Context: an optimization exercise on an open-source flow, tuned for small area. The choices shown serve that exercise and are no tape-out recipe.
The RTL was checked by simulation tests, not by an equivalence proof against the original design.
The clock port is modelled as an ideal driver; clocking choices that lean on that would not hold on a real chip.
Power figures rest on the tool's default switching activity, not on a simulated workload.

==> v19: inputs <==
==> flow/design.v (excerpt) <==
module elevator(
  input  clk,
  input  rst_n,
  input  Fin_1up, Fin_2up, Fin_3up,
  input  Fin_2dn, Fin_3dn, Fin_4dn,
  input  Fin_1, Fin_2, Fin_3, Fin_4,
  input  full,
  input  err,
  output [15:0] row,
  output [3:0]  col,
  output [1:0]  c_floor,
  output [1:0]  drc,
  output        door,
  output [9:0]  req_n
);
Settings: LEC_CHECK=0, CAP_MARGIN=20, CORE_MARGIN=2, CORE_UTILIZATION=65, PLACE_DENSITY=0.8, SLEW_MARGIN=20; clock period 10.0 ns.
standard.sh (not shown) runs the stock make flow with config.mk's settings and CLKGATE_MAP_FILE= SYNTH_SCRIPT=/design/flow/synth_recipe.tcl, a recipe that flattens the netlist after the stock synthesis.
==> flow/flow/run.sh <==
#!/bin/bash
# Own layout flow: the standard layout (standard.sh) with these changes to
# how the layout is made:
#  - the standard synthesis runs unchanged (standard.sh synth); then only its
#    combinational logic is re-mapped for area (flow/remap.sh, ABC with
#    flow/remap.abc). The registers keep their instances, names and cell
#    types. flow/eqcheck.sh proves the re-mapped netlist equal to the standard
#    one; if that proof fails, the standard netlist is kept.
#  - the port buffers are buf_1 cells (buffer_ports -buffer_cell),
#  - after floorplanning every combinational cell is set to its smallest drive
#    strength (flow/downsize.tcl); repair_design sizes up what needs it,
#  - the clock tree is 4 buffers driven by the clock port, each driving an equal
#    share of the registers (flow/clocktree.tcl, run before CTS); TritonCTS is
#    then pointed at the clock port net only, which it leaves alone.
# Logs: synth.log and standard.log (make), remap.log and eqcheck.log (yosys);
# each ORFS step's tool log stays under orfs/logs.
set -euo pipefail
here=$(pwd)
export BUFFER_PORTS_ARGS="-buffer_cell sky130_fd_sc_hd__buf_1"
export POST_FLOORPLAN_TCL="$here/flow/downsize.tcl"
export PRE_CTS_TCL="$here/flow/clocktree.tcl"
export CLK_TREE_LEAVES=4
export CLK_TREE_LEAF_BUF=sky130_fd_sc_hd__clkbuf_16
export CLK_TREE_ROOT_BUF=none
export CTS_ARGS="-clk_nets clk -dont_use_dummy_load -buf_list sky130_fd_sc_hd__clkbuf_8"

bash standard.sh synth > "$here/synth.log" 2>&1
res="$here/orfs/results/$FLOW_PLATFORM/elevator/base"
cp "$res/1_2_yosys.v" "$here/standard_1_2_yosys.v"
if bash flow/remap.sh "$here/standard_1_2_yosys.v" "$here/remapped_1_2_yosys.v" "$here/remap.log" \
   && bash flow/eqcheck.sh "$here/standard_1_2_yosys.v" "$here/remapped_1_2_yosys.v" "$here/eqcheck.log"; then
  sleep 1
  cp "$here/remapped_1_2_yosys.v" "$res/1_2_yosys.v"
  touch "$res/1_2_yosys.v"
  echo "remapped netlist in use" >> "$here/synth.log"
else
  echo "remap or its proof failed: standard netlist kept" >> "$here/synth.log"
fi
bash standard.sh > "$here/standard.log" 2>&1
==> flow/flow/clocktree.tcl <==
set block [ord::get_db_block]
set db [ord::get_db]
set nleaf 8
if { [info exists ::env(CLK_TREE_LEAVES)] } { set nleaf $::env(CLK_TREE_LEAVES) }
set leafname sky130_fd_sc_hd__clkbuf_8
if { [info exists ::env(CLK_TREE_LEAF_BUF)] } { set leafname $::env(CLK_TREE_LEAF_BUF) }
set rootname sky130_fd_sc_hd__clkbuf_16
if { [info exists ::env(CLK_TREE_ROOT_BUF)] } { set rootname $::env(CLK_TREE_ROOT_BUF) }

set clknet [[$block findBTerm clk] getNet]
set pts {}
foreach it [$clknet getITerms] {
  set bb [[$it getInst] getBBox]
  lappend pts [list [expr {([$bb xMin]+[$bb xMax])/2}] [expr {([$bb yMin]+[$bb yMax])/2}] $it]
}
set npins [llength $pts]

# split a point list into k groups of near-equal size by median cuts
proc ct_split { pts k } {
  if { $k <= 1 } { return [list $pts] }
  set xs [lsort -integer -index 0 $pts]
  set ys [lsort -integer -index 1 $pts]
  set dx [expr {[lindex $xs end 0] - [lindex $xs 0 0]}]
  set dy [expr {[lindex $ys end 1] - [lindex $ys 0 1]}]
  set s [expr {$dx >= $dy ? $xs : $ys}]
  set k1 [expr {$k / 2}]
  set n1 [expr {int(round(double([llength $s]) * $k1 / $k))}]
  return [concat [ct_split [lrange $s 0 [expr {$n1 - 1}]] $k1] \
                 [ct_split [lrange $s $n1 end] [expr {$k - $k1}]]]
}
proc ct_centre { pts } {
  set sx 0; set sy 0
  foreach p $pts { incr sx [lindex $p 0]; incr sy [lindex $p 1] }
  set n [llength $pts]
  return [list [expr {$sx / $n}] [expr {$sy / $n}]]
}
proc ct_buffer { block master name c innet outname } {
  set inst [odb::dbInst_create $block $master $name]
  $inst setLocation [expr {[lindex $c 0] - [$master getWidth]/2}] [expr {[lindex $c 1] - [$master getHeight]/2}]
  $inst setPlacementStatus PLACED
  set net [odb::dbNet_create $block $outname]
  $net setSigType CLOCK
  foreach mt [$master getMTerms] {
    if { [$mt getSigType] ne "SIGNAL" } { continue }
    if { [$mt getIoType] eq "OUTPUT" } { [$inst findITerm [$mt getName]] connect $net
    } else { [$inst findITerm [$mt getName]] connect $innet }
  }
  return $net
}

set groups [ct_split $pts $nleaf]
if { $rootname eq "none" } {
  set rootnet $clknet
} else {
  set rootnet [ct_buffer $block [$db findMaster $rootname] clkroot_buf [ct_centre $pts] $clknet clkroot_net]
}
set k 0
foreach g $groups {
  set net [ct_buffer $block [$db findMaster $leafname] clkleaf_buf_$k [ct_centre $g] $rootnet clkleaf_net_$k]
  foreach p $g {
    set it [lindex $p 2]
    $it disconnect
    $it connect $net
  }
  incr k
}
puts "clocktree: root $rootname, $nleaf $leafname leaves, $npins clock pins"
# TritonCTS, which runs next, is told to leave the clock port's net alone
set_cts_config -skip_nets [$clknet getName]
==> flow/flow/remap.sh <==
#!/bin/bash
# Re-map the combinational logic of the standard synthesis netlist for area.
# The registers stay as they are: their cell types are black boxes here, so
# every register keeps its instance, name and cell type; only the logic
# between them is rebuilt by ABC (flow/remap.abc) from the library cells'
# functions. ABC's &deepsyn is run with four seeds in parallel and the
# smallest result is kept.  usage: remap.sh IN.v OUT.v LOG
set -euo pipefail
in=$1; out=$2; log=$3
here=$(cd "$(dirname "$0")" && pwd)
lib=$FLOW_HOME/platforms/$FLOW_PLATFORM/lib/sky130_fd_sc_hd__tt_025C_1v80.lib
yosys_bin=$FLOW_HOME/../tools/install/yosys/bin/yosys
[[ -x $yosys_bin ]] || yosys_bin=yosys
dont=""
for c in probe_p_8 probec_p_8 'lpflow_*'; do dont="$dont -dont_use sky130_fd_sc_hd__$c"; done
seq=$(grep -o 'sky130_fd_sc_hd__[a-z0-9_]*' "$in" | sort -u | grep -E '__(df|edf|sdf|dl)' | tr '\n' ' ')
for s in 1 2 3 4; do
  sed "s/^&deepsyn .*/\&deepsyn -T 60 -S $s/" "$here/remap.abc" > "$out.$s.abc"
  cat > "$out.$s.ys" <<EOT
read_liberty -ignore_miss_func $lib
blackbox $seq
read_verilog $in
hierarchy -top $FLOW_TOP
flatten
opt_clean -purge
tee -o $out.$s.stat_before stat -liberty $lib
abc -script $out.$s.abc -liberty $lib $dont
opt_clean -purge
read_liberty -lib -overwrite -ignore_miss_func $lib
hilomap -singleton -hicell sky130_fd_sc_hd__conb_1 HI -locell sky130_fd_sc_hd__conb_1 LO
splitnets
rename -hide w:_*_.*
opt_clean -purge
tee -o $out.$s.stat_after stat -liberty $lib
check -assert
write_verilog -noattr -nohex -nodec $out.$s
EOT
  "$yosys_bin" -l "$log.$s" -q -s "$out.$s.ys" > /dev/null 2>&1 &
done
wait
best=""; barea=""
for s in 1 2 3 4; do
  [[ -s $out.$s ]] || continue
  a=$(awk '/Chip area/ {print $NF}' "$out.$s.stat_after")
  echo "seed $s: area $a" >> "$log"
  if [[ -z $best ]] || awk -v a="$a" -v b="$barea" 'BEGIN {exit !(a < b)}'; then best=$s; barea=$a; fi
done
[[ -n $best ]] || { echo "no re-mapped netlist" >> "$log"; exit 1; }
echo "kept seed $best (area $barea)" >> "$log"
cp "$out.$best" "$out"
Other scripts of this flow, unchanged in this note and not shown: flow/flow/downsize.tcl, flow/flow/eqcheck.sh, flow/flow/remap.abc
==> v17: changes against v19 <==
--- a/flow/flow/run.sh
+++ b/flow/flow/run.sh
@@ -9,7 +9,7 @@
 #  - the port buffers are buf_1 cells (buffer_ports -buffer_cell),
 #  - after floorplanning every combinational cell is set to its smallest drive
 #    strength (flow/downsize.tcl); repair_design sizes up what needs it,
-#  - the clock tree is 4 buffers driven by the clock port, each driving an equal
+#  - the clock tree is a root inverter and 8 leaf inverters, each driving an equal
 #    share of the registers (flow/clocktree.tcl, run before CTS); TritonCTS is
 #    then pointed at the clock port net only, which it leaves alone.
 # Logs: synth.log and standard.log (make), remap.log and eqcheck.log (yosys);
@@ -19,9 +19,9 @@
 export BUFFER_PORTS_ARGS="-buffer_cell sky130_fd_sc_hd__buf_1"
 export POST_FLOORPLAN_TCL="$here/flow/downsize.tcl"
 export PRE_CTS_TCL="$here/flow/clocktree.tcl"
-export CLK_TREE_LEAVES=4
-export CLK_TREE_LEAF_BUF=sky130_fd_sc_hd__clkbuf_16
-export CLK_TREE_ROOT_BUF=none
+export CLK_TREE_LEAVES=8
+export CLK_TREE_LEAF_BUF=sky130_fd_sc_hd__inv_8
+export CLK_TREE_ROOT_BUF=sky130_fd_sc_hd__inv_4
 export CTS_ARGS="-clk_nets clk -dont_use_dummy_load -buf_list sky130_fd_sc_hd__clkbuf_8"
 
 bash standard.sh synth > "$here/synth.log" 2>&1
--- a/flow/flow/clocktree.tcl
+++ b/flow/flow/clocktree.tcl
@@ -1,3 +1,8 @@
+# A small two-level clock tree, built instead of TritonCTS's H-tree: the clock
+# port drives one root buffer, which drives CLK_TREE_LEAVES leaf buffers, each
+# driving an equal share of the registers (recursive median cuts of the
+# register positions). Buffers sit at the centre of what they drive. The
+# root and leaf cells may be buffers or inverters (two inversions).
 set block [ord::get_db_block]
 set db [ord::get_db]
 set nleaf 8
@@ -49,11 +54,7 @@
 }
 
 set groups [ct_split $pts $nleaf]
-if { $rootname eq "none" } {
-  set rootnet $clknet
-} else {
-  set rootnet [ct_buffer $block [$db findMaster $rootname] clkroot_buf [ct_centre $pts] $clknet clkroot_net]
-}
+set rootnet [ct_buffer $block [$db findMaster $rootname] clkroot_buf [ct_centre $pts] $clknet clkroot_net]
 set k 0
 foreach g $groups {
   set net [ct_buffer $block [$db findMaster $leafname] clkleaf_buf_$k [ct_centre $g] $rootnet clkleaf_net_$k]
@@ -65,5 +66,3 @@
   incr k
 }
 puts "clocktree: root $rootname, $nleaf $leafname leaves, $npins clock pins"
-# TritonCTS, which runs next, is told to leave the clock port's net alone
-set_cts_config -skip_nets [$clknet getName]
==> flow/flow/remap.sh (replaced) <==
#!/bin/bash
# Re-map the combinational logic of the standard synthesis netlist for area.
# The registers stay as they are: their cell types are black boxes here, so
# every register keeps its instance, name and cell type; only the logic
# between them is rebuilt (ABC, flow/remap.abc) from the library cells'
# functions.  usage: remap.sh IN.v OUT.v LOG
set -euo pipefail
in=$1; out=$2; log=$3
here=$(cd "$(dirname "$0")" && pwd)
lib=$FLOW_HOME/platforms/$FLOW_PLATFORM/lib/sky130_fd_sc_hd__tt_025C_1v80.lib
yosys_bin=$FLOW_HOME/../tools/install/yosys/bin/yosys
[[ -x $yosys_bin ]] || yosys_bin=yosys
dont=""
for c in probe_p_8 probec_p_8 'lpflow_*'; do dont="$dont -dont_use sky130_fd_sc_hd__$c"; done
seq=$(grep -o 'sky130_fd_sc_hd__[a-z0-9_]*' "$in" | sort -u | grep -E '__(df|edf|sdf|dl)' | tr '\n' ' ')
cat > "$out.ys" <<EOT
read_liberty -ignore_miss_func $lib
blackbox $seq
read_verilog $in
hierarchy -top $FLOW_TOP
flatten
opt_clean -purge
tee -o $out.stat_before stat -liberty $lib
abc -script $here/remap.abc -liberty $lib $dont
opt_clean -purge
read_liberty -lib -overwrite -ignore_miss_func $lib
hilomap -singleton -hicell sky130_fd_sc_hd__conb_1 HI -locell sky130_fd_sc_hd__conb_1 LO
splitnets
rename -hide w:_*_.*
opt_clean -purge
tee -o $out.stat_after stat -liberty $lib
check -assert
write_verilog -noattr -nohex -nodec $out
EOT
"$yosys_bin" -l "$log" -q -s "$out.ys"
--- a/flow/config.mk
+++ b/flow/config.mk
@@ -7,6 +7,6 @@
 export LEC_CHECK = 0
 export CAP_MARGIN = 20
 export CORE_MARGIN = 2
-export CORE_UTILIZATION = 65
-export PLACE_DENSITY = 0.8
+export CORE_UTILIZATION = 85
+export PLACE_DENSITY = 0.92
 export SLEW_MARGIN = 20
==> v7: changes against v19 <==
--- a/flow/flow/run.sh
+++ b/flow/flow/run.sh
@@ -9,7 +9,7 @@
 #  - the port buffers are buf_1 cells (buffer_ports -buffer_cell),
 #  - after floorplanning every combinational cell is set to its smallest drive
 #    strength (flow/downsize.tcl); repair_design sizes up what needs it,
-#  - the clock tree is 4 buffers driven by the clock port, each driving an equal
+#  - the clock tree is a root inverter and 8 leaf inverters, each driving an equal
 #    share of the registers (flow/clocktree.tcl, run before CTS); TritonCTS is
 #    then pointed at the clock port net only, which it leaves alone.
 # Logs: synth.log and standard.log (make), remap.log and eqcheck.log (yosys);
@@ -19,9 +19,9 @@
 export BUFFER_PORTS_ARGS="-buffer_cell sky130_fd_sc_hd__buf_1"
 export POST_FLOORPLAN_TCL="$here/flow/downsize.tcl"
 export PRE_CTS_TCL="$here/flow/clocktree.tcl"
-export CLK_TREE_LEAVES=4
-export CLK_TREE_LEAF_BUF=sky130_fd_sc_hd__clkbuf_16
-export CLK_TREE_ROOT_BUF=none
+export CLK_TREE_LEAVES=8
+export CLK_TREE_LEAF_BUF=sky130_fd_sc_hd__inv_8
+export CLK_TREE_ROOT_BUF=sky130_fd_sc_hd__inv_4
 export CTS_ARGS="-clk_nets clk -dont_use_dummy_load -buf_list sky130_fd_sc_hd__clkbuf_8"
 
 bash standard.sh synth > "$here/synth.log" 2>&1
--- a/flow/flow/clocktree.tcl
+++ b/flow/flow/clocktree.tcl
@@ -1,3 +1,8 @@
+# A small two-level clock tree, built instead of TritonCTS's H-tree: the clock
+# port drives one root buffer, which drives CLK_TREE_LEAVES leaf buffers, each
+# driving an equal share of the registers (recursive median cuts of the
+# register positions). Buffers sit at the centre of what they drive. The
+# root and leaf cells may be buffers or inverters (two inversions).
 set block [ord::get_db_block]
 set db [ord::get_db]
 set nleaf 8
@@ -49,11 +54,7 @@
 }
 
 set groups [ct_split $pts $nleaf]
-if { $rootname eq "none" } {
-  set rootnet $clknet
-} else {
-  set rootnet [ct_buffer $block [$db findMaster $rootname] clkroot_buf [ct_centre $pts] $clknet clkroot_net]
-}
+set rootnet [ct_buffer $block [$db findMaster $rootname] clkroot_buf [ct_centre $pts] $clknet clkroot_net]
 set k 0
 foreach g $groups {
   set net [ct_buffer $block [$db findMaster $leafname] clkleaf_buf_$k [ct_centre $g] $rootnet clkleaf_net_$k]
@@ -65,5 +66,3 @@
   incr k
 }
 puts "clocktree: root $rootname, $nleaf $leafname leaves, $npins clock pins"
-# TritonCTS, which runs next, is told to leave the clock port's net alone
-set_cts_config -skip_nets [$clknet getName]
==> results.txt <==
| quantity | v17 | v19 | v7 |
|---|---|---|---|
| Slowest stage cell on the critical path | - | sky130_fd_sc_hd__dfxtp_1 | sky130_fd_sc_hd__dfxtp_1 |
| Area used by multi-input combinational logic | - | 0.00260 sq mm | 0.00260 sq mm |
| Status | aborted with a tool error | no timing/DRC/antenna violations | no timing/DRC/antenna violations |
| Last stage reached | global placement | - | - |
| Final max-slew violation count | - | 0 | 0 |
| Worst slew pin tran | - | 978 ps | 1020 ps |
| NumNets Final | - | 654 | 797 |
| Post-cts repair resize count | - | 0 | 0 |
| Postcts setup bufs | - | 0 | 0 |
| Levels on crit path | - | 7 | 7 |
| Worst hold margin | - | 339 ps | 310 ps |
| Proportion of cell area occupied by multi-input gates | - | 44.9% | 35.5% |
| Horizontal die dimension | 83.7 um | 94.9 um | 94.9 um |
| Skew-Pair Late Insertion Delay | - | 180 ps | 730 ps |
| LEAKAGE | - | 1.98 nW | 2.81 nW |
| Number of routed nets with antenna violations | - | 0 | 0 |
| Kind of critical path | - | reg2out | reg2out |
| Effective utilization at floorplan | 86.5% | 66.3% | 66.3% |
| Layer with the highest usage after global routing | - | met2 | met2 |
| Number of multi-input logic gates | - | 439 | 439 |
| Sequential share of cell area | - | 47.2% | 37.4% |
| Critical path startpoint category | - | flop | flop |

[separate check: timing with driven ports]
How much do the figures lean on ideal ports? The routed layouts below were timed once more, with nothing changed but the port constraints. Step 1, drivers: a clkbuf_16 drives clk and a buf_2 each remaining input, both assumed. Step 2, shift: input delay + t, output delay - t, t = (earliest + latest rising clock arrival at the registers) / 2. This alone moves slack from input paths to output paths. a / b / c = ideal ports / drivers / drivers and shift; a / b = the first two.
run | t (ns) | slack for setup (ns) | worst setup path after step 2 | worst slew at a driven data input, ns | cell pins on the clock port's net
v19 | 0.255 | 5.516 / 5.437 / 5.616 | input to register | 0.04 | 4
v7 | 0.746 | 5.006 / 4.970 / 5.313 | input to register | 0.04 | 1
After both steps setup and hold are still met in every run listed.
